What follows belongs to an exercise in optimizing a design on an open flow for small area and a short achievable clock period; a production flow would make more cautious choices. Only simulation tests tie the RTL to the original design; equivalence was not proved.

**flow/config.mk**
```make
export PLATFORM = sky130hd
export DESIGN_NAME = Butterfly_Unit
export DESIGN_NICKNAME = Butterfly_Unit
export VERILOG_FILES = /design/flow/design.v
export SDC_FILE = /design/flow/constraint.sdc
export NUM_CORES = 4
export LEC_CHECK = 0
export CAP_MARGIN = 20
export CELL_PAD_IN_SITES_DETAIL_PLACEMENT = 0
export CELL_PAD_IN_SITES_GLOBAL_PLACEMENT = 0
export CORE_MARGIN = 2
export CORE_UTILIZATION = 55
export SETUP_SLACK_MARGIN = 2.7
export SLEW_MARGIN = 20
export TNS_END_PERCENT = 0
```
**flow/constraint.sdc**
```tcl
create_clock -name core_clock -period 6.5 [get_ports {clk}]
set_input_delay 1.3000 -clock core_clock [delete_from_list [all_inputs] [get_ports {clk}]]
set_output_delay 1.3000 -clock core_clock [all_outputs]
set_load 0.01 [all_outputs]
```
**flow/design.v**
```verilog
module Mul12_CS (
    input  [11:0] a,
    input  [11:0] b,
    output [23:0] x,
    output [23:0] y
);
    wire s1, c1, s2, c2, s3, c3, s4, c4, s5, c5, s6, c6, s7, c7, s8, c8;
    wire s9, c9, s10, c10, s11, c11, s12, c12, s13, c13, s14, c14, s15, c15, s16, c16;
    wire s17, c17, s18, c18, s19, c19, s20, c20, s21, c21, s22, c22, s23, c23, s24, c24;
    wire s25, c25, s26, c26, s27, c27, s28, c28, s29, c29, s30, c30, s31, c31, s32, c32;
    wire s33, c33, s34, c34, s35, c35, s36, c36, s37, c37, s38, c38, s39, c39, s40, c40;
    wire s41, c41, s42, c42, s43, c43, s44, c44, s45, c45, s46, c46, s47, c47, s48, c48;
    wire s49, c49, s50, c50, s51, c51, s52, c52, s53, c53, s54, c54, s55, c55, s56, c56;
    wire s57, c57, s58, c58, s59, c59, s60, c60, s61, c61, s62, c62, s63, c63, s64, c64;
    wire s65, c65, s66, c66, s67, c67, s68, c68, s69, c69, s70, c70, s71, c71, s72, c72;
    wire s73, c73, s74, c74, s75, c75, s76, c76, s77, c77, s78, c78, s79, c79, s80, c80;
    wire s81, c81, s82, c82, s83, c83, s84, c84, s85, c85, s86, c86, s87, c87, s88, c88;
    wire s89, c89, s90, c90, s91, c91, s92, c92, s93, c93, s94, c94, s95, c95, s96, c96;
    wire s97, c97, s98, c98, s99, c99, s100, c100, s101, c101, s102, c102, s103, c103, s104, c104;
    wire s105, c105, s106, c106, s107, c107, s108, c108, s109, c109, s110, c110;
    assign s1 = ~((~(a[0] & b[9])) ^ (~(a[1] & b[8])));
    assign c1 = (~(a[0] & b[9])) | (~(a[1] & b[8]));
    assign {c2, s2} = {1'b0, (~(a[0] & b[10]))} + {1'b0, (~(a[1] & b[9]))} + {1'b0, (~(a[2] & b[8]))};
    assign s3 = ~((~(a[3] & b[7])) ^ (~(a[4] & b[6])));
    assign c3 = (~(a[3] & b[7])) | (~(a[4] & b[6]));
    assign {c4, s4} = {1'b0, (~(a[0] & b[11]))} + {1'b0, (~(a[1] & b[10]))} + {1'b0, (~(a[2] & b[9]))};
    assign {c5, s5} = {1'b0, (~(a[3] & b[8]))} + {1'b0, (~(a[4] & b[7]))} + {1'b0, (~(a[5] & b[6]))};
    assign s6 = ~((~(a[6] & b[5])) ^ (~(a[7] & b[4])));
    assign c6 = (~(a[6] & b[5])) | (~(a[7] & b[4]));
    assign {c7, s7} = {1'b0, (~(a[1] & b[11]))} + {1'b0, (~(a[2] & b[10]))} + {1'b0, (~(a[3] & b[9]))};
    assign {c8, s8} = {1'b0, (~(a[4] & b[8]))} + {1'b0, (~(a[5] & b[7]))} + {1'b0, (~(a[6] & b[6]))};
    assign s9 = ~((~(a[7] & b[5])) ^ (~(a[8] & b[4])));
    assign c9 = (~(a[7] & b[5])) | (~(a[8] & b[4]));
    assign {c10, s10} = {1'b0, (~(a[2] & b[11]))} + {1'b0, (~(a[3] & b[10]))} + {1'b0, (~(a[4] & b[9]))};
    assign {c11, s11} = {1'b0, (~(a[5] & b[8]))} + {1'b0, (~(a[6] & b[7]))} + {1'b0, (~(a[7] & b[6]))};
    assign {c12, s12} = {1'b0, (~(a[3] & b[11]))} + {1'b0, (~(a[4] & b[10]))} + {1'b0, (~(a[5] & b[9]))};
    assign s13 = ~((~(a[0] & b[6])) ^ (~(a[1] & b[5])));
    assign c13 = (~(a[0] & b[6])) | (~(a[1] & b[5]));
    assign {c14, s14} = {1'b0, (~(a[0] & b[7]))} + {1'b0, (~(a[1] & b[6]))} + {1'b0, (~(a[2] & b[5]))};
    assign s15 = ~((~(a[3] & b[4])) ^ (~(a[4] & b[3])));
    assign c15 = (~(a[3] & b[4])) | (~(a[4] & b[3]));
    assign {c16, s16} = {1'b0, (~(a[0] & b[8]))} + {1'b0, (~(a[1] & b[7]))} + {1'b0, (~(a[2] & b[6]))};
    assign {c17, s17} = {1'b0, (~(a[3] & b[5]))} + {1'b0, (~(a[4] & b[4]))} + {1'b0, (~(a[5] & b[3]))};
    assign s18 = ~((~(a[6] & b[2])) ^ (~(a[7] & b[1])));
    assign c18 = (~(a[6] & b[2])) | (~(a[7] & b[1]));
    assign {c19, s19} = {1'b0, s1} + {1'b0, (~(a[2] & b[7]))} + {1'b0, (~(a[3] & b[6]))};
    assign {c20, s20} = {1'b0, (~(a[4] & b[5]))} + {1'b0, (~(a[5] & b[4]))} + {1'b0, (~(a[6] & b[3]))};
    assign {c21, s21} = {1'b0, (~(a[7] & b[2]))} + {1'b0, (~(a[8] & b[1]))} + {1'b0, (~(a[9] & b[0]))};
    assign {c22, s22} = {1'b0, s2} + {1'b0, s3} + {1'b0, (~(a[5] & b[5]))};
    assign {c23, s23} = {1'b0, (~(a[6] & b[4]))} + {1'b0, (~(a[7] & b[3]))} + {1'b0, (~(a[8] & b[2]))};
    assign {c24, s24} = {1'b0, (~(a[9] & b[1]))} + {1'b0, (~(a[10] & b[0]))} + {1'b0, c1};
    assign {c25, s25} = {1'b0, s4} + {1'b0, s5} + {1'b0, s6};
    assign {c26, s26} = {1'b0, (~(a[8] & b[3]))} + {1'b0, (~(a[9] & b[2]))} + {1'b0, (~(a[10] & b[1]))};
    assign {c27, s27} = {1'b0, (~(a[11] & b[0]))} + {1'b0, c2} + {1'b0, c3};
    assign {c28, s28} = {1'b0, s7} + {1'b0, s8} + {1'b0, s9};
    assign {c29, s29} = {1'b0, (~(a[9] & b[3]))} + {1'b0, (~(a[10] & b[2]))} + {1'b0, (~(a[11] & b[1]))};
    assign {c30, s30} = {1'b0, c4} + {1'b0, c5} + {1'b0, c6};
    assign {c31, s31} = {1'b0, s10} + {1'b0, s11} + {1'b0, (~(a[8] & b[5]))};
    assign {c32, s32} = {1'b0, (~(a[9] & b[4]))} + {1'b0, (~(a[10] & b[3]))} + {1'b0, (~(a[11] & b[2]))};
    assign {c33, s33} = {1'b0, c7} + {1'b0, c8} + {1'b0, c9};
    assign {c34, s34} = {1'b0, s12} + {1'b0, (~(a[6] & b[8]))} + {1'b0, (~(a[7] & b[7]))};
    assign {c35, s35} = {1'b0, (~(a[8] & b[6]))} + {1'b0, (~(a[9] & b[5]))} + {1'b0, (~(a[10] & b[4]))};
    assign {c36, s36} = {1'b0, (~(a[11] & b[3]))} + {1'b0, c10} + {1'b0, c11};
    assign {c37, s37} = {1'b0, (~(a[4] & b[11]))} + {1'b0, (~(a[5] & b[10]))} + {1'b0, (~(a[6] & b[9]))};
    assign {c38, s38} = {1'b0, (~(a[7] & b[8]))} + {1'b0, (~(a[8] & b[7]))} + {1'b0, (~(a[9] & b[6]))};
    assign {c39, s39} = {1'b0, (~(a[10] & b[5]))} + {1'b0, (~(a[11] & b[4]))} + {1'b0, c12};
    assign {c40, s40} = {1'b0, (~(a[5] & b[11]))} + {1'b0, (~(a[6] & b[10]))} + {1'b0, (~(a[7] & b[9]))};
    assign {c41, s41} = {1'b0, (~(a[8] & b[8]))} + {1'b0, (~(a[9] & b[7]))} + {1'b0, (~(a[10] & b[6]))};
    assign {c42, s42} = {1'b0, (~(a[6] & b[11]))} + {1'b0, (~(a[7] & b[10]))} + {1'b0, (~(a[8] & b[9]))};
    assign s43 = ~((~(a[0] & b[4])) ^ (~(a[1] & b[3])));
    assign c43 = (~(a[0] & b[4])) | (~(a[1] & b[3]));
    assign {c44, s44} = {1'b0, (~(a[0] & b[5]))} + {1'b0, (~(a[1] & b[4]))} + {1'b0, (~(a[2] & b[3]))};
    assign s45 = ~((~(a[3] & b[2])) ^ (~(a[4] & b[1])));
    assign c45 = (~(a[3] & b[2])) | (~(a[4] & b[1]));
    assign {c46, s46} = {1'b0, s13} + {1'b0, (~(a[2] & b[4]))} + {1'b0, (~(a[3] & b[3]))};
    assign {c47, s47} = {1'b0, (~(a[4] & b[2]))} + {1'b0, (~(a[5] & b[1]))} + {1'b0, (~(a[6] & b[0]))};
    assign {c48, s48} = {1'b0, s14} + {1'b0, s15} + {1'b0, (~(a[5] & b[2]))};
    assign {c49, s49} = {1'b0, (~(a[6] & b[1]))} + {1'b0, (~(a[7] & b[0]))} + {1'b0, c13};
    assign {c50, s50} = {1'b0, s16} + {1'b0, s17} + {1'b0, s18};
    assign {c51, s51} = {1'b0, (~(a[8] & b[0]))} + {1'b0, c14} + {1'b0, c15};
    assign {c52, s52} = {1'b0, s19} + {1'b0, s20} + {1'b0, s21};
    assign {c53, s53} = {1'b0, c16} + {1'b0, c17} + {1'b0, c18};
    assign {c54, s54} = {1'b0, s22} + {1'b0, s23} + {1'b0, s24};
    assign {c55, s55} = {1'b0, c19} + {1'b0, c20} + {1'b0, c21};
    assign {c56, s56} = {1'b0, s25} + {1'b0, s26} + {1'b0, s27};
    assign {c57, s57} = {1'b0, c22} + {1'b0, c23} + {1'b0, c24};
    assign {c58, s58} = {1'b0, s28} + {1'b0, s29} + {1'b0, s30};
    assign {c59, s59} = {1'b0, c25} + {1'b0, c26} + {1'b0, c27};
    assign {c60, s60} = {1'b0, s31} + {1'b0, s32} + {1'b0, s33};
    assign {c61, s61} = {1'b0, c28} + {1'b0, c29} + {1'b0, c30};
    assign {c62, s62} = {1'b0, s34} + {1'b0, s35} + {1'b0, s36};
    assign {c63, s63} = {1'b0, c31} + {1'b0, c32} + {1'b0, c33};
    assign {c64, s64} = {1'b0, s37} + {1'b0, s38} + {1'b0, s39};
    assign {c65, s65} = {1'b0, c34} + {1'b0, c35} + {1'b0, c36};
    assign {c66, s66} = {1'b0, s40} + {1'b0, s41} + {1'b0, (~(a[11] & b[5]))};
    assign {c67, s67} = {1'b0, c37} + {1'b0, c38} + {1'b0, c39};
    assign {c68, s68} = {1'b0, s42} + {1'b0, (~(a[9] & b[8]))} + {1'b0, (~(a[10] & b[7]))};
    assign {c69, s69} = {1'b0, (~(a[11] & b[6]))} + {1'b0, c40} + {1'b0, c41};
    assign {c70, s70} = {1'b0, (~(a[7] & b[11]))} + {1'b0, (~(a[8] & b[10]))} + {1'b0, (~(a[9] & b[9]))};
    assign {c71, s71} = {1'b0, (~(a[10] & b[8]))} + {1'b0, (~(a[11] & b[7]))} + {1'b0, c42};
    assign {c72, s72} = {1'b0, (~(a[8] & b[11]))} + {1'b0, (~(a[9] & b[10]))} + {1'b0, (~(a[10] & b[9]))};
    assign s73 = ~((~(a[0] & b[3])) ^ (~(a[1] & b[2])));
    assign c73 = (~(a[0] & b[3])) | (~(a[1] & b[2]));
    assign {c74, s74} = {1'b0, s43} + {1'b0, (~(a[2] & b[2]))} + {1'b0, (~(a[3] & b[1]))};
    assign {c75, s75} = {1'b0, s44} + {1'b0, s45} + {1'b0, (~(a[5] & b[0]))};
    assign {c76, s76} = {1'b0, s46} + {1'b0, s47} + {1'b0, c44};
    assign {c77, s77} = {1'b0, s48} + {1'b0, s49} + {1'b0, c46};
    assign {c78, s78} = {1'b0, s50} + {1'b0, s51} + {1'b0, c48};
    assign {c79, s79} = {1'b0, s52} + {1'b0, s53} + {1'b0, c50};
    assign {c80, s80} = {1'b0, s54} + {1'b0, s55} + {1'b0, c52};
    assign {c81, s81} = {1'b0, s56} + {1'b0, s57} + {1'b0, c54};
    assign {c82, s82} = {1'b0, s58} + {1'b0, s59} + {1'b0, c56};
    assign {c83, s83} = {1'b0, s60} + {1'b0, s61} + {1'b0, c58};
    assign {c84, s84} = {1'b0, s62} + {1'b0, s63} + {1'b0, c60};
    assign {c85, s85} = {1'b0, s64} + {1'b0, s65} + {1'b0, c62};
    assign {c86, s86} = {1'b0, s66} + {1'b0, s67} + {1'b0, c64};
    assign {c87, s87} = {1'b0, s68} + {1'b0, s69} + {1'b0, c66};
    assign {c88, s88} = {1'b0, s70} + {1'b0, s71} + {1'b0, c68};
    assign {c89, s89} = {1'b0, s72} + {1'b0, (~(a[11] & b[8]))} + {1'b0, c70};
    assign {c90, s90} = {1'b0, (~(a[9] & b[11]))} + {1'b0, (~(a[10] & b[10]))} + {1'b0, (~(a[11] & b[9]))};
    assign s91 = ~((~(a[0] & b[2])) ^ (~(a[1] & b[1])));
    assign c91 = (~(a[0] & b[2])) | (~(a[1] & b[1]));
    assign {c92, s92} = {1'b0, s73} + {1'b0, (~(a[2] & b[1]))} + {1'b0, (~(a[3] & b[0]))};
    assign {c93, s93} = {1'b0, s74} + {1'b0, (~(a[4] & b[0]))} + {1'b0, c73};
    assign {c94, s94} = {1'b0, s75} + {1'b0, c43} + {1'b0, c74};
    assign {c95, s95} = {1'b0, s76} + {1'b0, c45} + {1'b0, c75};
    assign {c96, s96} = {1'b0, s77} + {1'b0, c47} + {1'b0, c76};
    assign {c97, s97} = {1'b0, s78} + {1'b0, c49} + {1'b0, c77};
    assign {c98, s98} = {1'b0, s79} + {1'b0, c51} + {1'b0, c78};
    assign {c99, s99} = {1'b0, s80} + {1'b0, c53} + {1'b0, c79};
    assign {c100, s100} = {1'b0, s81} + {1'b0, c55} + {1'b0, c80};
    assign {c101, s101} = {1'b0, s82} + {1'b0, c57} + {1'b0, c81};
    assign {c102, s102} = {1'b0, s83} + {1'b0, c59} + {1'b0, c82};
    assign {c103, s103} = {1'b0, s84} + {1'b0, c61} + {1'b0, c83};
    assign {c104, s104} = {1'b0, s85} + {1'b0, c63} + {1'b0, c84};
    assign {c105, s105} = {1'b0, s86} + {1'b0, c65} + {1'b0, c85};
    assign {c106, s106} = {1'b0, s87} + {1'b0, c67} + {1'b0, c86};
    assign {c107, s107} = {1'b0, s88} + {1'b0, c69} + {1'b0, c87};
    assign {c108, s108} = {1'b0, s89} + {1'b0, c71} + {1'b0, c88};
    assign {c109, s109} = {1'b0, s90} + {1'b0, c72} + {1'b0, c89};
    assign {c110, s110} = {1'b0, (~(a[10] & b[11]))} + {1'b0, (~(a[11] & b[10]))} + {1'b0, c90};
    assign x = ~{1'b1, (~(a[11] & b[11])), s110, s109, s108, s107, s106, s105, s104, s103, s102, s101, s100, s99, s98, s97, s96, s95, s94, s93, s92, s91, (~(a[0] & b[1])), (~(a[0] & b[0]))};
    assign y = ~{1'b1, c110, c109, c108, c107, c106, c105, c104, c103, c102, c101, c100, c99, c98, c97, c96, c95, c94, c93, c92, c91, (~(a[2] & b[0])), (~(a[1] & b[0])), 1'b1};
endmodule
module Tab_P11 (input [3:0] h, output [12:0] t);
    assign t[0] = (~h[3] & ~h[2] & ~h[1] & ~h[0]) | (~h[3] & ~h[2] & ~h[1] & h[0]) | (~h[3] & ~h[2] & h[1] & h[0]) | (~h[3] & h[2] & ~h[1] & ~h[0]) | (~h[3] & h[2] & h[1] & h[0]) | (h[3] & ~h[2] & h[1] & ~h[0]) | (h[3] & ~h[2] & h[1] & h[0]) | (h[3] & h[2] & ~h[1] & h[0]) | (h[3] & h[2] & h[1] & ~h[0]);
    assign t[1] = (~h[3] & ~h[2] & h[1] & h[0]) | (~h[3] & h[2] & ~h[1] & ~h[0]) | (~h[3] & h[2] & ~h[1] & h[0]) | (~h[3] & h[2] & h[1] & ~h[0]) | (h[3] & ~h[2] & h[1] & ~h[0]) | (h[3] & ~h[2] & h[1] & h[0]) | (h[3] & h[2] & ~h[1] & ~h[0]);
    assign t[2] = (~h[3] & ~h[2] & h[1] & h[0]) | (~h[3] & h[2] & ~h[1] & ~h[0]) | (~h[3] & h[2] & ~h[1] & h[0]) | (~h[3] & h[2] & h[1] & ~h[0]) | (~h[3] & h[2] & h[1] & h[0]) | (h[3] & ~h[2] & ~h[1] & ~h[0]) | (h[3] & ~h[2] & ~h[1] & h[0]);
    assign t[3] = (~h[3] & ~h[2] & h[1] & h[0]) | (~h[3] & h[2] & ~h[1] & ~h[0]) | (~h[3] & h[2] & ~h[1] & h[0]) | (~h[3] & h[2] & h[1] & ~h[0]) | (~h[3] & h[2] & h[1] & h[0]) | (h[3] & ~h[2] & ~h[1] & ~h[0]) | (h[3] & ~h[2] & ~h[1] & h[0]) | (h[3] & ~h[2] & h[1] & ~h[0]) | (h[3] & ~h[2] & h[1] & h[0]) | (h[3] & h[2] & ~h[1] & ~h[0]) | (h[3] & h[2] & ~h[1] & h[0]) | (h[3] & h[2] & h[1] & ~h[0]) | (h[3] & h[2] & h[1] & h[0]);
    assign t[4] = (~h[3] & ~h[2] & h[1] & h[0]) | (~h[3] & h[2] & ~h[1] & ~h[0]) | (~h[3] & h[2] & ~h[1] & h[0]) | (~h[3] & h[2] & h[1] & ~h[0]) | (~h[3] & h[2] & h[1] & h[0]) | (h[3] & ~h[2] & ~h[1] & ~h[0]) | (h[3] & ~h[2] & ~h[1] & h[0]) | (h[3] & ~h[2] & h[1] & ~h[0]) | (h[3] & ~h[2] & h[1] & h[0]) | (h[3] & h[2] & ~h[1] & ~h[0]) | (h[3] & h[2] & ~h[1] & h[0]) | (h[3] & h[2] & h[1] & ~h[0]) | (h[3] & h[2] & h[1] & h[0]);
    assign t[5] = (~h[3] & ~h[2] & h[1] & h[0]) | (~h[3] & h[2] & ~h[1] & ~h[0]) | (~h[3] & h[2] & ~h[1] & h[0]) | (~h[3] & h[2] & h[1] & ~h[0]) | (~h[3] & h[2] & h[1] & h[0]) | (h[3] & ~h[2] & ~h[1] & ~h[0]) | (h[3] & ~h[2] & ~h[1] & h[0]) | (h[3] & ~h[2] & h[1] & ~h[0]) | (h[3] & ~h[2] & h[1] & h[0]) | (h[3] & h[2] & ~h[1] & ~h[0]) | (h[3] & h[2] & ~h[1] & h[0]) | (h[3] & h[2] & h[1] & ~h[0]) | (h[3] & h[2] & h[1] & h[0]);
    assign t[6] = (~h[3] & ~h[2] & h[1] & h[0]) | (~h[3] & h[2] & ~h[1] & ~h[0]) | (~h[3] & h[2] & ~h[1] & h[0]) | (~h[3] & h[2] & h[1] & ~h[0]) | (~h[3] & h[2] & h[1] & h[0]) | (h[3] & ~h[2] & ~h[1] & ~h[0]) | (h[3] & ~h[2] & ~h[1] & h[0]) | (h[3] & ~h[2] & h[1] & ~h[0]) | (h[3] & ~h[2] & h[1] & h[0]) | (h[3] & h[2] & ~h[1] & ~h[0]) | (h[3] & h[2] & ~h[1] & h[0]) | (h[3] & h[2] & h[1] & ~h[0]) | (h[3] & h[2] & h[1] & h[0]);
    assign t[7] = (~h[3] & ~h[2] & h[1] & h[0]) | (~h[3] & h[2] & ~h[1] & ~h[0]) | (~h[3] & h[2] & ~h[1] & h[0]) | (~h[3] & h[2] & h[1] & ~h[0]) | (~h[3] & h[2] & h[1] & h[0]) | (h[3] & ~h[2] & ~h[1] & ~h[0]) | (h[3] & ~h[2] & ~h[1] & h[0]) | (h[3] & ~h[2] & h[1] & ~h[0]) | (h[3] & ~h[2] & h[1] & h[0]) | (h[3] & h[2] & ~h[1] & ~h[0]) | (h[3] & h[2] & ~h[1] & h[0]) | (h[3] & h[2] & h[1] & ~h[0]) | (h[3] & h[2] & h[1] & h[0]);
    assign t[8] = (~h[3] & ~h[2] & ~h[1] & ~h[0]) | (~h[3] & ~h[2] & ~h[1] & h[0]) | (~h[3] & h[2] & ~h[1] & h[0]) | (~h[3] & h[2] & h[1] & ~h[0]) | (h[3] & ~h[2] & ~h[1] & ~h[0]) | (h[3] & ~h[2] & ~h[1] & h[0]) | (h[3] & h[2] & ~h[1] & ~h[0]) | (h[3] & h[2] & h[1] & h[0]);
    assign t[9] = (~h[3] & ~h[2] & h[1] & h[0]) | (~h[3] & h[2] & ~h[1] & ~h[0]) | (h[3] & ~h[2] & ~h[1] & ~h[0]) | (h[3] & ~h[2] & ~h[1] & h[0]) | (h[3] & ~h[2] & h[1] & ~h[0]) | (h[3] & ~h[2] & h[1] & h[0]) | (h[3] & h[2] & h[1] & h[0]);
    assign t[10] = (~h[3] & ~h[2] & ~h[1] & ~h[0]) | (~h[3] & ~h[2] & ~h[1] & h[0]) | (~h[3] & h[2] & ~h[1] & h[0]) | (~h[3] & h[2] & h[1] & ~h[0]) | (h[3] & ~h[2] & h[1] & ~h[0]) | (h[3] & ~h[2] & h[1] & h[0]) | (h[3] & h[2] & ~h[1] & h[0]) | (h[3] & h[2] & h[1] & ~h[0]) | (h[3] & h[2] & h[1] & h[0]);
    assign t[11] = (~h[3] & ~h[2] & ~h[1] & ~h[0]) | (~h[3] & ~h[2] & h[1] & h[0]) | (~h[3] & h[2] & ~h[1] & h[0]) | (h[3] & ~h[2] & ~h[1] & ~h[0]) | (h[3] & ~h[2] & h[1] & ~h[0]) | (h[3] & h[2] & ~h[1] & h[0]) | (h[3] & h[2] & h[1] & h[0]);
    assign t[12] = (~h[3] & ~h[2] & ~h[1] & h[0]) | (~h[3] & ~h[2] & h[1] & ~h[0]) | (~h[3] & h[2] & ~h[1] & ~h[0]) | (~h[3] & h[2] & h[1] & ~h[0]) | (~h[3] & h[2] & h[1] & h[0]) | (h[3] & ~h[2] & ~h[1] & h[0]) | (h[3] & ~h[2] & h[1] & h[0]) | (h[3] & h[2] & ~h[1] & ~h[0]) | (h[3] & h[2] & h[1] & ~h[0]);
endmodule
module Tab_P15 (input [3:0] h, output [12:0] t);
    assign t[0] = (~h[3] & ~h[2] & ~h[1] & ~h[0]) | (~h[3] & ~h[2] & ~h[1] & h[0]) | (~h[3] & ~h[2] & h[1] & ~h[0]) | (~h[3] & ~h[2] & h[1] & h[0]) | (~h[3] & h[2] & ~h[1] & ~h[0]) | (h[3] & ~h[2] & h[1] & h[0]) | (h[3] & h[2] & ~h[1] & ~h[0]) | (h[3] & h[2] & ~h[1] & h[0]) | (h[3] & h[2] & h[1] & ~h[0]) | (h[3] & h[2] & h[1] & h[0]);
    assign t[1] = (~h[3] & ~h[2] & ~h[1] & h[0]) | (~h[3] & ~h[2] & h[1] & h[0]) | (~h[3] & h[2] & h[1] & ~h[0]) | (h[3] & ~h[2] & ~h[1] & ~h[0]) | (h[3] & ~h[2] & h[1] & ~h[0]) | (h[3] & h[2] & ~h[1] & ~h[0]) | (h[3] & h[2] & h[1] & ~h[0]);
    assign t[2] = (~h[3] & ~h[2] & ~h[1] & h[0]) | (~h[3] & ~h[2] & h[1] & ~h[0]) | (~h[3] & h[2] & h[1] & ~h[0]) | (~h[3] & h[2] & h[1] & h[0]) | (h[3] & ~h[2] & h[1] & ~h[0]) | (h[3] & ~h[2] & h[1] & h[0]) | (h[3] & h[2] & h[1] & ~h[0]) | (h[3] & h[2] & h[1] & h[0]);
    assign t[3] = (~h[3] & ~h[2] & h[1] & ~h[0]) | (~h[3] & h[2] & ~h[1] & ~h[0]) | (~h[3] & h[2] & h[1] & h[0]) | (h[3] & ~h[2] & ~h[1] & h[0]) | (h[3] & ~h[2] & h[1] & ~h[0]) | (h[3] & h[2] & ~h[1] & ~h[0]) | (h[3] & h[2] & h[1] & h[0]);
    assign t[4] = (~h[3] & ~h[2] & ~h[1] & h[0]) | (~h[3] & h[2] & ~h[1] & ~h[0]) | (~h[3] & h[2] & ~h[1] & h[0]) | (~h[3] & h[2] & h[1] & h[0]) | (h[3] & ~h[2] & ~h[1] & ~h[0]) | (h[3] & ~h[2] & h[1] & ~h[0]) | (h[3] & ~h[2] & h[1] & h[0]) | (h[3] & h[2] & h[1] & ~h[0]);
    assign t[5] = (~h[3] & ~h[2] & ~h[1] & h[0]) | (~h[3] & ~h[2] & h[1] & ~h[0]) | (~h[3] & ~h[2] & h[1] & h[0]) | (~h[3] & h[2] & h[1] & h[0]) | (h[3] & ~h[2] & ~h[1] & ~h[0]) | (h[3] & ~h[2] & ~h[1] & h[0]) | (h[3] & h[2] & h[1] & ~h[0]) | (h[3] & h[2] & h[1] & h[0]);
    assign t[6] = (~h[3] & ~h[2] & ~h[1] & h[0]) | (~h[3] & ~h[2] & h[1] & ~h[0]) | (~h[3] & ~h[2] & h[1] & h[0]) | (~h[3] & h[2] & ~h[1] & ~h[0]) | (~h[3] & h[2] & ~h[1] & h[0]) | (~h[3] & h[2] & h[1] & ~h[0]) | (h[3] & h[2] & h[1] & ~h[0]) | (h[3] & h[2] & h[1] & h[0]);
    assign t[7] = (~h[3] & ~h[2] & ~h[1] & h[0]) | (~h[3] & ~h[2] & h[1] & ~h[0]) | (~h[3] & ~h[2] & h[1] & h[0]) | (~h[3] & h[2] & ~h[1] & ~h[0]) | (~h[3] & h[2] & ~h[1] & h[0]) | (~h[3] & h[2] & h[1] & ~h[0]) | (~h[3] & h[2] & h[1] & h[0]) | (h[3] & ~h[2] & ~h[1] & ~h[0]) | (h[3] & ~h[2] & ~h[1] & h[0]) | (h[3] & ~h[2] & h[1] & ~h[0]) | (h[3] & ~h[2] & h[1] & h[0]) | (h[3] & h[2] & ~h[1] & ~h[0]) | (h[3] & h[2] & ~h[1] & h[0]);
    assign t[8] = (~h[3] & ~h[2] & ~h[1] & ~h[0]) | (~h[3] & h[2] & ~h[1] & h[0]) | (~h[3] & h[2] & h[1] & ~h[0]) | (~h[3] & h[2] & h[1] & h[0]) | (h[3] & ~h[2] & ~h[1] & ~h[0]) | (h[3] & ~h[2] & ~h[1] & h[0]) | (h[3] & ~h[2] & h[1] & ~h[0]);
    assign t[9] = (~h[3] & ~h[2] & ~h[1] & h[0]) | (~h[3] & ~h[2] & h[1] & h[0]) | (~h[3] & h[2] & ~h[1] & h[0]) | (~h[3] & h[2] & h[1] & h[0]) | (h[3] & ~h[2] & ~h[1] & h[0]) | (h[3] & h[2] & ~h[1] & ~h[0]) | (h[3] & h[2] & h[1] & ~h[0]);
    assign t[10] = (~h[3] & ~h[2] & ~h[1] & ~h[0]) | (~h[3] & ~h[2] & h[1] & h[0]) | (~h[3] & h[2] & ~h[1] & ~h[0]) | (~h[3] & h[2] & ~h[1] & h[0]) | (~h[3] & h[2] & h[1] & ~h[0]) | (h[3] & ~h[2] & ~h[1] & h[0]) | (h[3] & ~h[2] & h[1] & ~h[0]) | (h[3] & h[2] & ~h[1] & ~h[0]) | (h[3] & h[2] & ~h[1] & h[0]);
    assign t[11] = (~h[3] & ~h[2] & ~h[1] & ~h[0]) | (~h[3] & ~h[2] & ~h[1] & h[0]) | (~h[3] & ~h[2] & h[1] & ~h[0]) | (~h[3] & h[2] & ~h[1] & h[0]) | (~h[3] & h[2] & h[1] & ~h[0]) | (~h[3] & h[2] & h[1] & h[0]) | (h[3] & ~h[2] & ~h[1] & ~h[0]) | (h[3] & h[2] & ~h[1] & ~h[0]) | (h[3] & h[2] & ~h[1] & h[0]) | (h[3] & h[2] & h[1] & ~h[0]) | (h[3] & h[2] & h[1] & h[0]);
    assign t[12] = (h[3] & ~h[2] & h[1] & h[0]);
endmodule
module Tab_P19 (input [4:0] h, output [13:0] t);
    assign t[0] = (~h[4] & ~h[3] & ~h[2] & ~h[1] & ~h[0]) | (~h[4] & ~h[3] & ~h[2] & h[1] & h[0]) | (~h[4] & ~h[3] & h[2] & ~h[1] & ~h[0]) | (~h[4] & ~h[3] & h[2] & h[1] & h[0]) | (~h[4] & h[3] & ~h[2] & ~h[1] & ~h[0]) | (~h[4] & h[3] & ~h[2] & h[1] & h[0]) | (~h[4] & h[3] & h[2] & ~h[1] & ~h[0]) | (~h[4] & h[3] & h[2] & h[1] & h[0]) | (h[4] & ~h[3] & ~h[2] & ~h[1] & ~h[0]) | (h[4] & ~h[3] & ~h[2] & h[1] & h[0]) | (h[4] & ~h[3] & h[2] & ~h[1] & ~h[0]) | (h[4] & ~h[3] & h[2] & h[1] & ~h[0]) | (h[4] & ~h[3] & h[2] & h[1] & h[0]) | (h[4] & h[3] & ~h[2] & h[1] & ~h[0]) | (h[4] & h[3] & ~h[2] & h[1] & h[0]) | (h[4] & h[3] & h[2] & h[1] & ~h[0]) | (h[4] & h[3] & h[2] & h[1] & h[0]);
    assign t[1] = (~h[4] & ~h[3] & ~h[2] & ~h[1] & ~h[0]) | (~h[4] & ~h[3] & ~h[2] & ~h[1] & h[0]) | (~h[4] & ~h[3] & ~h[2] & h[1] & h[0]) | (~h[4] & ~h[3] & h[2] & h[1] & ~h[0]) | (~h[4] & h[3] & ~h[2] & ~h[1] & ~h[0]) | (~h[4] & h[3] & ~h[2] & ~h[1] & h[0]) | (~h[4] & h[3] & ~h[2] & h[1] & h[0]) | (~h[4] & h[3] & h[2] & h[1] & ~h[0]) | (h[4] & ~h[3] & ~h[2] & ~h[1] & ~h[0]) | (h[4] & ~h[3] & ~h[2] & ~h[1] & h[0]) | (h[4] & ~h[3] & ~h[2] & h[1] & h[0]) | (h[4] & ~h[3] & h[2] & h[1] & ~h[0]) | (h[4] & h[3] & ~h[2] & ~h[1] & h[0]) | (h[4] & h[3] & ~h[2] & h[1] & h[0]) | (h[4] & h[3] & h[2] & ~h[1] & ~h[0]) | (h[4] & h[3] & h[2] & h[1] & ~h[0]);
    assign t[2] = (~h[4] & ~h[3] & ~h[2] & ~h[1] & ~h[0]) | (~h[4] & ~h[3] & ~h[2] & h[1] & ~h[0]) | (~h[4] & ~h[3] & ~h[2] & h[1] & h[0]) | (~h[4] & ~h[3] & h[2] & ~h[1] & h[0]) | (~h[4] & ~h[3] & h[2] & h[1] & ~h[0]) | (~h[4] & h[3] & ~h[2] & ~h[1] & h[0]) | (~h[4] & h[3] & h[2] & ~h[1] & ~h[0]) | (~h[4] & h[3] & h[2] & h[1] & h[0]) | (h[4] & ~h[3] & ~h[2] & ~h[1] & ~h[0]) | (h[4] & ~h[3] & ~h[2] & h[1] & ~h[0]) | (h[4] & ~h[3] & ~h[2] & h[1] & h[0]) | (h[4] & ~h[3] & h[2] & ~h[1] & h[0]) | (h[4] & ~h[3] & h[2] & h[1] & ~h[0]) | (h[4] & h[3] & ~h[2] & ~h[1] & ~h[0]) | (h[4] & h[3] & ~h[2] & ~h[1] & h[0]) | (h[4] & h[3] & h[2] & ~h[1] & ~h[0]) | (h[4] & h[3] & h[2] & h[1] & h[0]);
    assign t[3] = (~h[4] & ~h[3] & ~h[2] & ~h[1] & ~h[0]) | (~h[4] & ~h[3] & h[2] & ~h[1] & ~h[0]) | (~h[4] & ~h[3] & h[2] & ~h[1] & h[0]) | (~h[4] & ~h[3] & h[2] & h[1] & ~h[0]) | (~h[4] & h[3] & ~h[2] & h[1] & ~h[0]) | (~h[4] & h[3] & ~h[2] & h[1] & h[0]) | (~h[4] & h[3] & h[2] & ~h[1] & ~h[0]) | (h[4] & ~h[3] & ~h[2] & ~h[1] & h[0]) | (h[4] & ~h[3] & ~h[2] & h[1] & ~h[0]) | (h[4] & ~h[3] & ~h[2] & h[1] & h[0]) | (h[4] & ~h[3] & h[2] & h[1] & h[0]) | (h[4] & h[3] & ~h[2] & ~h[1] & ~h[0]) | (h[4] & h[3] & ~h[2] & ~h[1] & h[0]) | (h[4] & h[3] & h[2] & ~h[1] & h[0]) | (h[4] & h[3] & h[2] & h[1] & ~h[0]) | (h[4] & h[3] & h[2] & h[1] & h[0]);
    assign t[4] = (~h[4] & ~h[3] & ~h[2] & ~h[1] & ~h[0]) | (~h[4] & ~h[3] & h[2] & h[1] & h[0]) | (~h[4] & h[3] & ~h[2] & ~h[1] & ~h[0]) | (~h[4] & h[3] & ~h[2] & ~h[1] & h[0]) | (~h[4] & h[3] & ~h[2] & h[1] & ~h[0]) | (~h[4] & h[3] & ~h[2] & h[1] & h[0]) | (~h[4] & h[3] & h[2] & ~h[1] & ~h[0]) | (h[4] & ~h[3] & h[2] & ~h[1] & ~h[0]) | (h[4] & ~h[3] & h[2] & ~h[1] & h[0]) | (h[4] & ~h[3] & h[2] & h[1] & ~h[0]) | (h[4] & ~h[3] & h[2] & h[1] & h[0]) | (h[4] & h[3] & ~h[2] & ~h[1] & ~h[0]) | (h[4] & h[3] & ~h[2] & ~h[1] & h[0]);
    assign t[5] = (~h[4] & ~h[3] & ~h[2] & ~h[1] & ~h[0]) | (~h[4] & ~h[3] & ~h[2] & ~h[1] & h[0]) | (~h[4] & ~h[3] & ~h[2] & h[1] & h[0]) | (~h[4] & ~h[3] & h[2] & ~h[1] & h[0]) | (~h[4] & ~h[3] & h[2] & h[1] & h[0]) | (~h[4] & h[3] & ~h[2] & ~h[1] & h[0]) | (~h[4] & h[3] & ~h[2] & h[1] & h[0]) | (~h[4] & h[3] & h[2] & h[1] & ~h[0]) | (h[4] & ~h[3] & ~h[2] & ~h[1] & ~h[0]) | (h[4] & ~h[3] & ~h[2] & h[1] & ~h[0]) | (h[4] & ~h[3] & h[2] & ~h[1] & ~h[0]) | (h[4] & ~h[3] & h[2] & h[1] & ~h[0]) | (h[4] & h[3] & ~h[2] & ~h[1] & ~h[0]) | (h[4] & h[3] & ~h[2] & h[1] & h[0]) | (h[4] & h[3] & h[2] & ~h[1] & h[0]) | (h[4] & h[3] & h[2] & h[1] & h[0]);
    assign t[6] = (~h[4] & ~h[3] & ~h[2] & ~h[1] & ~h[0]) | (~h[4] & ~h[3] & ~h[2] & ~h[1] & h[0]) | (~h[4] & ~h[3] & ~h[2] & h[1] & ~h[0]) | (~h[4] & ~h[3] & h[2] & ~h[1] & h[0]) | (~h[4] & ~h[3] & h[2] & h[1] & ~h[0]) | (~h[4] & h[3] & ~h[2] & ~h[1] & h[0]) | (~h[4] & h[3] & ~h[2] & h[1] & ~h[0]) | (~h[4] & h[3] & h[2] & h[1] & ~h[0]) | (~h[4] & h[3] & h[2] & h[1] & h[0]) | (h[4] & ~h[3] & ~h[2] & h[1] & ~h[0]) | (h[4] & ~h[3] & ~h[2] & h[1] & h[0]) | (h[4] & ~h[3] & h[2] & h[1] & ~h[0]) | (h[4] & ~h[3] & h[2] & h[1] & h[0]) | (h[4] & h[3] & ~h[2] & h[1] & h[0]) | (h[4] & h[3] & h[2] & ~h[1] & ~h[0]) | (h[4] & h[3] & h[2] & h[1] & h[0]);
    assign t[7] = (~h[4] & ~h[3] & ~h[2] & ~h[1] & ~h[0]) | (~h[4] & ~h[3] & ~h[2] & h[1] & ~h[0]) | (~h[4] & ~h[3] & h[2] & ~h[1] & ~h[0]) | (~h[4] & ~h[3] & h[2] & ~h[1] & h[0]) | (~h[4] & ~h[3] & h[2] & h[1] & h[0]) | (~h[4] & h[3] & ~h[2] & h[1] & ~h[0]) | (~h[4] & h[3] & h[2] & ~h[1] & ~h[0]) | (~h[4] & h[3] & h[2] & h[1] & h[0]) | (h[4] & ~h[3] & ~h[2] & ~h[1] & h[0]) | (h[4] & ~h[3] & ~h[2] & h[1] & ~h[0]) | (h[4] & ~h[3] & h[2] & ~h[1] & ~h[0]) | (h[4] & ~h[3] & h[2] & h[1] & h[0]) | (h[4] & h[3] & ~h[2] & ~h[1] & h[0]) | (h[4] & h[3] & h[2] & ~h[1] & ~h[0]) | (h[4] & h[3] & h[2] & h[1] & ~h[0]) | (h[4] & h[3] & h[2] & h[1] & h[0]);
    assign t[8] = (~h[4] & ~h[3] & ~h[2] & ~h[1] & h[0]) | (~h[4] & ~h[3] & ~h[2] & h[1] & h[0]) | (~h[4] & h[3] & ~h[2] & h[1] & ~h[0]) | (~h[4] & h[3] & h[2] & ~h[1] & ~h[0]) | (~h[4] & h[3] & h[2] & h[1] & ~h[0]) | (~h[4] & h[3] & h[2] & h[1] & h[0]) | (h[4] & ~h[3] & ~h[2] & ~h[1] & ~h[0]) | (h[4] & ~h[3] & ~h[2] & ~h[1] & h[0]) | (h[4] & ~h[3] & ~h[2] & h[1] & h[0]) | (h[4] & ~h[3] & h[2] & ~h[1] & h[0]) | (h[4] & ~h[3] & h[2] & h[1] & ~h[0]) | (h[4] & h[3] & ~h[2] & ~h[1] & ~h[0]) | (h[4] & h[3] & ~h[2] & h[1] & ~h[0]) | (h[4] & h[3] & h[2] & h[1] & h[0]);
    assign t[9] = (~h[4] & ~h[3] & ~h[2] & ~h[1] & ~h[0]) | (~h[4] & ~h[3] & ~h[2] & h[1] & ~h[0]) | (~h[4] & ~h[3] & h[2] & ~h[1] & ~h[0]) | (~h[4] & ~h[3] & h[2] & h[1] & ~h[0]) | (~h[4] & h[3] & ~h[2] & ~h[1] & ~h[0]) | (~h[4] & h[3] & h[2] & h[1] & h[0]) | (h[4] & ~h[3] & ~h[2] & ~h[1] & h[0]) | (h[4] & ~h[3] & ~h[2] & h[1] & h[0]) | (h[4] & ~h[3] & h[2] & ~h[1] & h[0]) | (h[4] & ~h[3] & h[2] & h[1] & h[0]) | (h[4] & h[3] & ~h[2] & ~h[1] & h[0]) | (h[4] & h[3] & ~h[2] & h[1] & h[0]) | (h[4] & h[3] & h[2] & ~h[1] & h[0]);
    assign t[10] = (~h[4] & h[3] & h[2] & h[1] & h[0]) | (h[4] & ~h[3] & ~h[2] & ~h[1] & h[0]) | (h[4] & ~h[3] & ~h[2] & h[1] & h[0]) | (h[4] & ~h[3] & h[2] & ~h[1] & h[0]) | (h[4] & ~h[3] & h[2] & h[1] & ~h[0]) | (h[4] & ~h[3] & h[2] & h[1] & h[0]) | (h[4] & h[3] & ~h[2] & ~h[1] & ~h[0]) | (h[4] & h[3] & ~h[2] & ~h[1] & h[0]) | (h[4] & h[3] & ~h[2] & h[1] & ~h[0]) | (h[4] & h[3] & ~h[2] & h[1] & h[0]) | (h[4] & h[3] & h[2] & ~h[1] & ~h[0]) | (h[4] & h[3] & h[2] & ~h[1] & h[0]) | (h[4] & h[3] & h[2] & h[1] & ~h[0]) | (h[4] & h[3] & h[2] & h[1] & h[0]);
    assign t[11] = (~h[4] & ~h[3] & ~h[2] & ~h[1] & h[0]) | (~h[4] & ~h[3] & ~h[2] & h[1] & h[0]) | (~h[4] & ~h[3] & h[2] & ~h[1] & h[0]) | (~h[4] & ~h[3] & h[2] & h[1] & h[0]) | (~h[4] & h[3] & ~h[2] & ~h[1] & h[0]) | (~h[4] & h[3] & ~h[2] & h[1] & h[0]) | (~h[4] & h[3] & h[2] & ~h[1] & h[0]) | (h[4] & ~h[3] & h[2] & h[1] & ~h[0]) | (h[4] & h[3] & ~h[2] & ~h[1] & ~h[0]) | (h[4] & h[3] & ~h[2] & h[1] & ~h[0]) | (h[4] & h[3] & h[2] & ~h[1] & ~h[0]) | (h[4] & h[3] & h[2] & h[1] & ~h[0]);
    assign t[12] = (~h[4] & ~h[3] & ~h[2] & ~h[1] & ~h[0]) | (~h[4] & ~h[3] & ~h[2] & ~h[1] & h[0]) | (~h[4] & ~h[3] & ~h[2] & h[1] & ~h[0]) | (~h[4] & ~h[3] & ~h[2] & h[1] & h[0]) | (~h[4] & ~h[3] & h[2] & ~h[1] & ~h[0]) | (~h[4] & ~h[3] & h[2] & ~h[1] & h[0]) | (~h[4] & ~h[3] & h[2] & h[1] & ~h[0]) | (~h[4] & ~h[3] & h[2] & h[1] & h[0]) | (~h[4] & h[3] & ~h[2] & ~h[1] & ~h[0]) | (~h[4] & h[3] & ~h[2] & ~h[1] & h[0]) | (~h[4] & h[3] & ~h[2] & h[1] & ~h[0]) | (~h[4] & h[3] & ~h[2] & h[1] & h[0]) | (~h[4] & h[3] & h[2] & ~h[1] & ~h[0]) | (~h[4] & h[3] & h[2] & ~h[1] & h[0]) | (~h[4] & h[3] & h[2] & h[1] & ~h[0]) | (~h[4] & h[3] & h[2] & h[1] & h[0]) | (h[4] & ~h[3] & ~h[2] & ~h[1] & ~h[0]) | (h[4] & ~h[3] & ~h[2] & ~h[1] & h[0]) | (h[4] & ~h[3] & ~h[2] & h[1] & ~h[0]) | (h[4] & ~h[3] & ~h[2] & h[1] & h[0]) | (h[4] & ~h[3] & h[2] & ~h[1] & ~h[0]) | (h[4] & ~h[3] & h[2] & ~h[1] & h[0]) | (h[4] & ~h[3] & h[2] & h[1] & ~h[0]) | (h[4] & ~h[3] & h[2] & h[1] & h[0]) | (h[4] & h[3] & ~h[2] & ~h[1] & ~h[0]) | (h[4] & h[3] & ~h[2] & ~h[1] & h[0]) | (h[4] & h[3] & ~h[2] & h[1] & ~h[0]) | (h[4] & h[3] & ~h[2] & h[1] & h[0]) | (h[4] & h[3] & h[2] & ~h[1] & ~h[0]) | (h[4] & h[3] & h[2] & ~h[1] & h[0]) | (h[4] & h[3] & h[2] & h[1] & ~h[0]) | (h[4] & h[3] & h[2] & h[1] & h[0]);
    assign t[13] = (~h[4] & ~h[3] & ~h[2] & ~h[1] & ~h[0]) | (~h[4] & ~h[3] & ~h[2] & ~h[1] & h[0]) | (~h[4] & ~h[3] & ~h[2] & h[1] & ~h[0]) | (~h[4] & ~h[3] & ~h[2] & h[1] & h[0]) | (~h[4] & ~h[3] & h[2] & ~h[1] & ~h[0]) | (~h[4] & ~h[3] & h[2] & ~h[1] & h[0]) | (~h[4] & ~h[3] & h[2] & h[1] & ~h[0]) | (~h[4] & ~h[3] & h[2] & h[1] & h[0]) | (~h[4] & h[3] & ~h[2] & ~h[1] & ~h[0]) | (~h[4] & h[3] & ~h[2] & ~h[1] & h[0]) | (~h[4] & h[3] & ~h[2] & h[1] & ~h[0]) | (~h[4] & h[3] & ~h[2] & h[1] & h[0]) | (~h[4] & h[3] & h[2] & ~h[1] & ~h[0]) | (~h[4] & h[3] & h[2] & ~h[1] & h[0]) | (~h[4] & h[3] & h[2] & h[1] & ~h[0]) | (~h[4] & h[3] & h[2] & h[1] & h[0]) | (h[4] & ~h[3] & ~h[2] & ~h[1] & ~h[0]) | (h[4] & ~h[3] & ~h[2] & ~h[1] & h[0]) | (h[4] & ~h[3] & ~h[2] & h[1] & ~h[0]) | (h[4] & ~h[3] & ~h[2] & h[1] & h[0]) | (h[4] & ~h[3] & h[2] & ~h[1] & ~h[0]) | (h[4] & ~h[3] & h[2] & ~h[1] & h[0]) | (h[4] & ~h[3] & h[2] & h[1] & ~h[0]) | (h[4] & ~h[3] & h[2] & h[1] & h[0]) | (h[4] & h[3] & ~h[2] & ~h[1] & ~h[0]) | (h[4] & h[3] & ~h[2] & ~h[1] & h[0]) | (h[4] & h[3] & ~h[2] & h[1] & ~h[0]) | (h[4] & h[3] & ~h[2] & h[1] & h[0]) | (h[4] & h[3] & h[2] & ~h[1] & ~h[0]) | (h[4] & h[3] & h[2] & ~h[1] & h[0]) | (h[4] & h[3] & h[2] & h[1] & ~h[0]) | (h[4] & h[3] & h[2] & h[1] & h[0]);
endmodule
module CSA #(parameter W = 8) (
    input  [W-1:0] a,
    input  [W-1:0] b,
    input  [W-1:0] c,
    output [W-1:0] s,
    output [W-1:0] y       
);
    wire [W-1:0] maj;
    genvar i;
    generate
        for (i = 0; i < W; i = i + 1) begin : bit_
            assign {maj[i], s[i]} = {1'b0, a[i]} + {1'b0, b[i]} + {1'b0, c[i]};
        end
    endgenerate
    assign y = {maj[W-2:0], 1'b0};
endmodule
module Butterfly_Unit (
    input clk,
    input reset,
    input [1:0] operation,   
    input valid_in,
    input [11:0] a_in,
    input [11:0] b_in,
    input [11:0] zeta,
    output reg [11:0] a_out,
    output reg [11:0] b_out,
    output reg valid_out
);
    localparam [12:0] Q = 13'd3329;
    wire        intt0 = operation[0];
    wire        zero0 = operation[1];
    wire [12:0] d0    = {1'b0, a_in} - {1'b0, b_in};
    wire [12:0] ds0, dc0;
    CSA #(13) csa_d (.a({1'b0, a_in}), .b({1'b1, ~b_in}), .c(13'd3330), .s(ds0), .y(dc0));
    wire [12:0] dq0   = ds0 + dc0;                                   
    wire [11:0] m0    = !intt0 ? b_in : (d0[12] ? dq0[11:0] : d0[11:0]);
    wire [12:0] s0    = {1'b0, a_in & {12{~zero0}}} + {1'b0, b_in & {12{intt0 & ~zero0}}};
    reg [11:0] m1, z1;
    reg [12:0] s1;
    reg        op1;
    reg        v1;
    always @(posedge clk) begin
        m1  <= m0;
        s1  <= s0;
        z1  <= zeta & {12{~zero0}};
        op1 <= intt0;
    end
    wire [23:0] px1, py1;
    Mul12_CS mul (.a(z1), .b(m1), .x(px1), .y(py1));
    reg [23:0] px2, py2;
    reg [12:0] s2;
    reg        op2;
    reg        v2;
    always @(posedge clk) begin
        px2 <= px1;
        py2 <= py1;
        s2  <= s1;
        op2 <= op1;
    end
    wire [12:0] h2 = px2[23:11] + py2[23:11];
    wire [12:0] t0, t1;
    wire [13:0] t2;
    Tab_P11 tab0 (.h(h2[3:0]),  .t(t0));
    Tab_P15 tab1 (.h(h2[7:4]),  .t(t1));
    Tab_P19 tab2 (.h(h2[12:8]), .t(t2));
    wire [13:0] sa, ca, sb, cb, sc, cc;
    CSA #(14) csa_a (.a({3'b000, px2[10:0]}), .b({3'b000, py2[10:0]}), .c({1'b0, t0}), .s(sa), .y(ca));
    CSA #(14) csa_b (.a(sa), .b(ca), .c({1'b0, t1}), .s(sb), .y(cb));
    CSA #(14) csa_c (.a(sb), .b(cb), .c(t2), .s(sc), .y(cc));
    reg [13:0] xs3, xc3;
    reg [12:0] s3;
    reg        op3;
    reg        v3;
    always @(posedge clk) begin
        xs3 <= sc;
        xc3 <= cc;
        s3  <= s2;
        op3 <= op2;
    end
    wire [13:0] x3  = xs3 + xc3;
    wire        ge1 = x3 >= 14'd3329;
    wire        ge2 = x3 >= 14'd6658;
    wire        ge3 = x3 >= 14'd9987;
    wire [11:0] x31 = x3[11:0] + 12'd767;
    wire [11:0] x32 = x3[11:0] + 12'd1534;
    wire [11:0] x33 = x3[11:0] + 12'd2301;
    wire [11:0] r3  = ge3 ? x33 : ge2 ? x32 : ge1 ? x31 : x3[11:0];
    reg [11:0] r4;
    reg [12:0] s4;
    reg        op4;
    reg        v4;
    always @(posedge clk) begin
        r4  <= r3;
        s4  <= s3;
        op4 <= op3;
    end
    wire [11:0] rn4 = r4 & {12{~op4}};
    wire [12:0] t4  = s4 + {1'b0, rn4};                            
    wire        tg4 = t4 >= 13'd3329;
    wire [11:0] tm4 = t4[11:0] + 12'd767;
    wire [11:0] ao4 = tg4 ? tm4 : t4[11:0];
    wire [12:0] u4  = {1'b0, s4[11:0]} - {1'b0, r4};
    wire [11:0] uq4 = u4[11:0] + 12'd3329;
    wire [11:0] bo4 = op4 ? r4 : (u4[12] ? uq4 : u4[11:0]);
    always @(posedge clk) begin
        a_out <= ao4;
        b_out <= bo4;
    end
    always @(posedge clk) begin
        if (reset) begin
            v1 <= 1'b0; v2 <= 1'b0; v3 <= 1'b0; v4 <= 1'b0; valid_out <= 1'b0;
        end else begin
            v1 <= valid_in; v2 <= v1; v3 <= v2; v4 <= v3; valid_out <= v4;
        end
    end
endmodule
```
**flow/flow/run.sh**
```bash
#!/bin/bash
# The standard layout (standard.sh), except that the buffers buffer_ports puts on
# every input and output port are sky130_fd_sc_hd__buf_2 cells instead of its default pick.
# ORFS writes each step's log under orfs/logs/; standard.sh's own output goes to standard.log.
set -euo pipefail
export BUFFER_PORTS_ARGS="-buffer_cell sky130_fd_sc_hd__buf_2"
bash standard.sh finish > standard.log 2>&1
```
**flow/standard.sh**
```bash
#!/bin/bash
# synth_recipe.tcl (not shown) runs the flow's synth.tcl, then flattens the netlist and writes it again
# the make line also repeats each setting of config.mk as NAME=value (left out here)
make -C /OpenROAD-flow-scripts/flow DESIGN_CONFIG=/design/flow/config.mk WORK_HOME=/design/flow/orfs CLKGATE_MAP_FILE= SYNTH_SCRIPT=/design/flow/synth_recipe.tcl "${@:-finish}"
```
==> impl_metrics.ini, run 1 <==
[sta]
hold_violations = 0
fin_setup_tns_ps = 0
skew_ps = 19.6
relSlewSlack = 0.389
fmax_ghz = 0.270
setup_viol = 0
period_needed_ps = 3710
period_share = 0.571
final_max_slew_viol_count = 0
rsz0062_at_grt = yes
tightest_slew_ps = 911

[detailed_routing]
first_pass_iters = 6
via_per_inst = 5.44
ant_nets = 0
drt-total-wl_mm = 32.0
vias = 10600
drc = 0
drt_iter0_drc = 537
wl_per_cell_um = 16.4

[die]
floorplan.initialDensity = 0.557
io_pins = 66
coreArea_mm2 = 0.0260
die_area_mm2 = 0.0276
fp.dieH_um = 166
rows = 59
die_x_um = 166

[global_route]
grt_use_total = 0.233
grt_first_pass_wirelength_mm = 52.2
antenna_found_initial = 0
first_global_vias = 10400
overflow = 0
grt_max_degree = 37

[finish]
drive_gt1_frac = 0.120
antennaDiodeCount = 0
final_common_cell = dfxtp_1
seq_area_mm2 = 0.00386
layout.nets = 1907
nFillCells = 2270
syn_to_final_growth_pct = 11.9
final_cell_mix = dfxtp_1, inv_1, fa_1, and2_1, ha_1
multiInputGateArea_mm2 = 0.0102
stdcell_count = 1956

[clocking]
cts_tree = yes
clkTransAtPathRegs_ps = 90
cts_buffer_depth = 2
ctsHoldBuffers = 0
htree_levels = 4
insertion_delay_ps = 450
cts_sinks = 193
cts_root_buf = clkbuf_16
cts_buffers = 17

[place]
placedCellCount = 1906
numPortBuffers = 65
place.gp.congestion = 0.882
dpl.hpwl_mm = 24.9

[critical_path]
worst_path_max_delay_cell = or4_4
cp_max_fo = 6
path_buf_inv = 0
cp_data_required_time_ps = 6860
start_kind = flop
critPathCaptureType = flop
crit_type = reg -> reg
crit_chain = ha_1 > fa_2 > a211oi_4 > o21ba_2 > o221ai_2 > or4_4 > nor4_4 > o31ai_2 > nand2_1 > o311ai_1 > a41oi_1 > xnor2_1
crit_path_max_incr_delay_ps = 600
arrival_ps = 4070
cpLargestDelayFamily = compound AO/OA/AOI/OAI gates

[logic_synthesis]
syn-num-nets = 1854
syn_area_mm2 = 0.0145
synth_ff_type = dfxtp_1
async_flop_share = 0
ys_types = 70
seq_area_frac_synth = 0.267
synth_cells = 1555
synth_seq_cells = 193
syn_area_per_cell_um2 = 9.31
synth_edf_count = 0
yosys_warnings = 1

[outcome]
status = finished clean

[min_path]
worstHoldPathType = reg -> reg

[job]
maxCapViolCount = 0
==> cells in the mapped netlist, types with 12 or more instances <==
cell,instances,area [um2]
a211oi_1,18,135
a21o_1,14,105
a21oi_1,91,455
a31oi_1,15,93.8
and2_1,139,870
clkbuf_1,47,176
dfxtp_1,193,3860
fa_1,146,2920
ha_1,112,1400
inv_1,157,589
nand2_1,92,345
nand2b_1,12,75.1
nor2_1,104,390
nor2b_1,28,175
nor3_1,27,135
o211ai_1,15,113
o21a_1,17,128
o21ai_0,62,310
o21bai_1,13,97.6
xnor2_1,63,552
xor2_1,36,315
==> worst paths after layout <==
path	startpoint	endpoint	slack, ps	depth (start not counted)
max	xs3[1]$_DFF_P_	r4[10]$_DFF_P_	2790	12
min	s2[1]$_DFF_P_	s3[1]$_DFF_P_	320	0
max reg2reg	xs3[1]$_DFF_P_	r4[10]$_DFF_P_	2790	12
min reg2reg	s2[1]$_DFF_P_	s3[1]$_DFF_P_	320	0
==> per-stage QoR <==
step	util	hold slack (ps)	setup WS (ps)	cell area, um2
after floorplan	-	310	2710	14500
after global placement	0.579	311	2090	15000
after detailed placement	0.579	312	2030	15000
after CTS	0.608	317	2530	15800
after global routing	0.624	321	2620	16200
final	0.624	319	2790	16200
==> area by class of cell <==
type | instances | area share
clock buffer | 17 | 0.0263
clock inverter | 15 | 0.0144
inverter | 157 | 0.0366
multi-input combinational | 1155 | 0.629
sequential | 193 | 0.238
tap | 335 | 0.0259
timing repair buffer | 84 | 0.0295
==> registers in the layout, summed over array words and instances (netlist names), 12 cells and up <==
signal and cells:
z1 12, m1 12, b_out 12, s3 13, s2 13, s1 13
r4 12, xs3 14, a_out 12, px2 23, s4 13, py2 22
xc3 13
==> cells by family after synthesis <==
group                    Yosys count  synth area share
AO/OA/AOI/OAI                    323             0.145
XOR/XNOR                         100            0.0610
adder cells (fa/ha/maj)          258             0.299
buffers and inverters            208            0.0544
flip-flops                       193             0.267
multiplexers                      12           0.00847
other                              1          0.000259
AND/OR/NAND/NOR                  460             0.166
==> per-layer routing <==
layer	GRT usage	wire, um
met3	0.0341	1190
met2	0.386	15200
met5	0	0
met4	0.0562	376
met1	0.324	15200
==> what timing repair did <==
action | in CTS | in global routing
pin swaps | 1 | 18
resized for setup | 11 | 63
gates cloned | 0 | 2
endpoints found under the hold margin | 0 | 0
setup buffers | 3 | 13
endpoints found under the setup margin | 47 | 71
==> run 2: changes to the inputs <==
--- a/flow/config.mk
+++ b/flow/config.mk
@@ -10,6 +10,6 @@
 export CELL_PAD_IN_SITES_GLOBAL_PLACEMENT = 0
 export CORE_MARGIN = 2
 export CORE_UTILIZATION = 55
-export SETUP_SLACK_MARGIN = 2.7
+export SETUP_SLACK_MARGIN = 3.0
 export SLEW_MARGIN = 20
 export TNS_END_PERCENT = 0
==> run 2 against run 1 <==
  * Register-to-register slack better by 130 ps
  * Cell count is 0.87% higher
  * Critical path depth is 5 higher
  * Via count is 0.58% higher
  * First-iteration DRC count is 9.1% higher
  * Still clean
  * Maximum frequency is 3.5% higher
  * Die area stayed put
  * Clock-buffer cell count stayed put
  * Cell area is 2.8% higher
  * Largest cell class unchanged
  * Synthesized cell count stayed put
==> impl_metrics.ini, run 2 <==
[critical_path]
reg2reg_setup_slack_ps = 2920
rr_worst_depth = 14
crit_type = in -> reg
start_kind = input pin
cp_data_required_time_ps = 6830
arrival_ps = 3910
r2r-start = py2[11]$_DFF_P_
worstReg2RegEnd = xs3[5]$_DFF_P_
cp_max_fo = 3
critPathCaptureType = flop

[sta]
period_share = 0.551
tightest_slew_ps = 691
hold_violations = 0
period_needed_ps = 3580
final_max_slew_viol_count = 0
fmax_ghz = 0.279
hold_ws_ps = 315
rsz0062_at_grt = yes
skew_ps = 13.9
setup_viol = 0
relSlewSlack = 0.537
fin_setup_tns_ps = 0

[detailed_routing]
drt_iter0_drc = 586
drc = 0
first_pass_iters = 5
drt-total-wl_mm = 32.3
ant_nets = 0
vias = 10700
wl_per_cell_um = 16.4
via_per_inst = 5.43

[logic_synthesis]
synth_ff_type = dfxtp_1
synth_edf_count = 0
syn_area_per_cell_um2 = 9.31
ys_types = 70
synth_top_area_frac = 0.267
syn_area_mm2 = 0.0145
synth_cells = 1555
syn-num-nets = 1854
seq_area_frac_synth = 0.267
yosys_warnings = 1
yosysTopAreaCell = dfxtp_1
yosys-top-cells-count = dfxtp_1, inv_1, fa_1
async_flop_share = 0
synthTopCellsByArea = dfxtp_1, fa_1, ha_1, and2_1, inv_1
yosysMostFrequentCell = dfxtp_1
synth_seq_cells = 193

[min_path]
worstHoldPathType = reg -> reg
hold_end = s3[4]$_DFF_P_
whs_path_depth = 0
min_from = s2[4]$_DFF_P_

[finish]
largest_reg_flops = 23
final_common_cell = dfxtp_1
syn_to_final_growth_pct = 15.0
drive_gt1_frac = 0.152
reg_top3 = px2 (23), py2 (22), xs3 (14)
final_cell_mix = dfxtp_1, inv_1, fa_1, and2_1, ha_1
layout.nets = 1924
largest_register = px2
stdcell_count = 1973
antennaDiodeCount = 0
nFillCells = 2229

[job]
maxCapViolCount = 0

[die]
coreArea_mm2 = 0.0260
fp.dieH_um = 166
floorplan.initialDensity = 0.557
die_x_um = 166
io_pins = 66
rows = 59
die_area_mm2 = 0.0276

[clocking]
cts_buffers = 17
cts_root_buf = clkbuf_16
cts_sinks = 193
insertion_delay_ps = 440
cts_tree = yes
clkTransAtPathRegs_ps = 90
ctsHoldBuffers = 0
cts_buffer_depth = 2
htree_levels = 4

[global_route]
antenna_found_initial = 0
overflow = 0
grt_max_degree = 37
grt_use_total = 0.236
first_global_vias = 10500
grt_first_pass_wirelength_mm = 53.2

[outcome]
status = finished clean

[place]
numPortBuffers = 65
place.gp.congestion = 0.893
placedCellCount = 1907
dpl.hpwl_mm = 24.8
[run 2: cell counts after synthesis]
No cell type changed its count.
[run 2: stage by stage]
step	instance area, um2	util	worst slack, ps
floorplan	14600	-	2950
global placement	15100	0.583	2250
detailed placement	15100	0.583	2220
CTS	16100	0.620	2870
global route	16700	0.641	2760
finish	16700	0.641	2920
[run 2: logic make-up (layout without fill, tap and decap cells)]
group           count (synthesis)  in the layout  synth area share
compound gates                323            323             0.145
mux                            12             12           0.00847
simple gates                  460            460             0.166
flops                         193            193             0.267
xor+xnor                      100            100            0.0610
fa+ha+maj                     258            258             0.299
other cells                     1              1          0.000259
buf+inv                       208            291            0.0544
[run 2: timing repair]
item | 4_1_cts | 5_1_grt
setup endpoints to repair | 69 | 82
cloned | 0 | 1
pin swaps | 11 | 38
setup buffers | 9 | 24
resized for setup | 43 | 65
[run 2: final cells by class]
cell class / count / area [um2] / area share
Timing Repair Buffer: 102 / 682 / 0.0409
Tap cell: 335 / 419 / 0.0252
Inverter: 157 / 593 / 0.0356
Multi-Input combinational cell: 1154 / 10400 / 0.626
Clock buffer: 17 / 425 / 0.0255
Sequential cell: 193 / 3860 / 0.232
Clock inverter: 15 / 244 / 0.0146
[run 2: per-layer routing]
| metal | vias up | routed length (um) | GRT usage |
|---|---|---|---|
| met1 | 5112 | 15500 | 0.338 |
| met4 | 0 | 372 | 0.0592 |
| met2 | 243 | 15300 | 0.383 |
| met5 | - | 0 | 0 |
| li1 | 5325 | - | - |
| met3 | 25 | 1220 | 0.0305 |
[run 2: how the worst max path moves through the flow]
stage / from / endpoint
floorplan: operation[1] / s1[12]$_DFF_P_
global placement: operation[0] / s1[11]$_DFF_P_
detailed placement: operation[0] / s1[11]$_DFF_P_
CTS: a_in[0] / m1[11]$_DFF_P_
global route: px2[11]$_DFF_P_ / xs3[4]$_DFF_P_
finish: a_in[1] / m1[11]$_DFF_P_
[run 2: worst max-delay path, stage by stage]
cell and delay [ps]:
buf_2 130, inv_2 90, ha_4 200, inv_1 50, ha_2 190, inv_2 40, fa_2 360, o21bai_1 200
a21oi_2 100, o21bai_1 200, a21oi_2 100, o21bai_1 210, a2111o_1 170, o211ai_1 110, mux2i_2 190, xor2_1 170
mux2i_1 90

[afterwards: timing with drivers on the ports]
The flow's constraints put no driver on any port. The routed layouts listed below were extracted and timed again, unchanged, in two steps. Step 1, drivers: a clkbuf_16 drives clk and a buf_2 each remaining input, both assumed. Step 2 also shifts input and output timing later by t, the mid clock arrival at the registers, as if the neighbouring blocks saw the same clock. a / b / c = no drivers / after step 1 / after step 2; a / b = the first two.
run	t (ns)	setup slack, ns	latest minus earliest clock arrival (ns)	pins driven straight from the clock port
run 1	0.489	2.791 / 2.791 / 2.368	0.022 / 0.022	1
run 2	0.484	2.917 / 2.921 / 2.455	0.019 / 0.019	1
After both steps setup and hold are still met in every run listed. The setup slack of run 2, which loses most, moves by +0.004 ns with the drivers and by -0.462 ns with both steps.
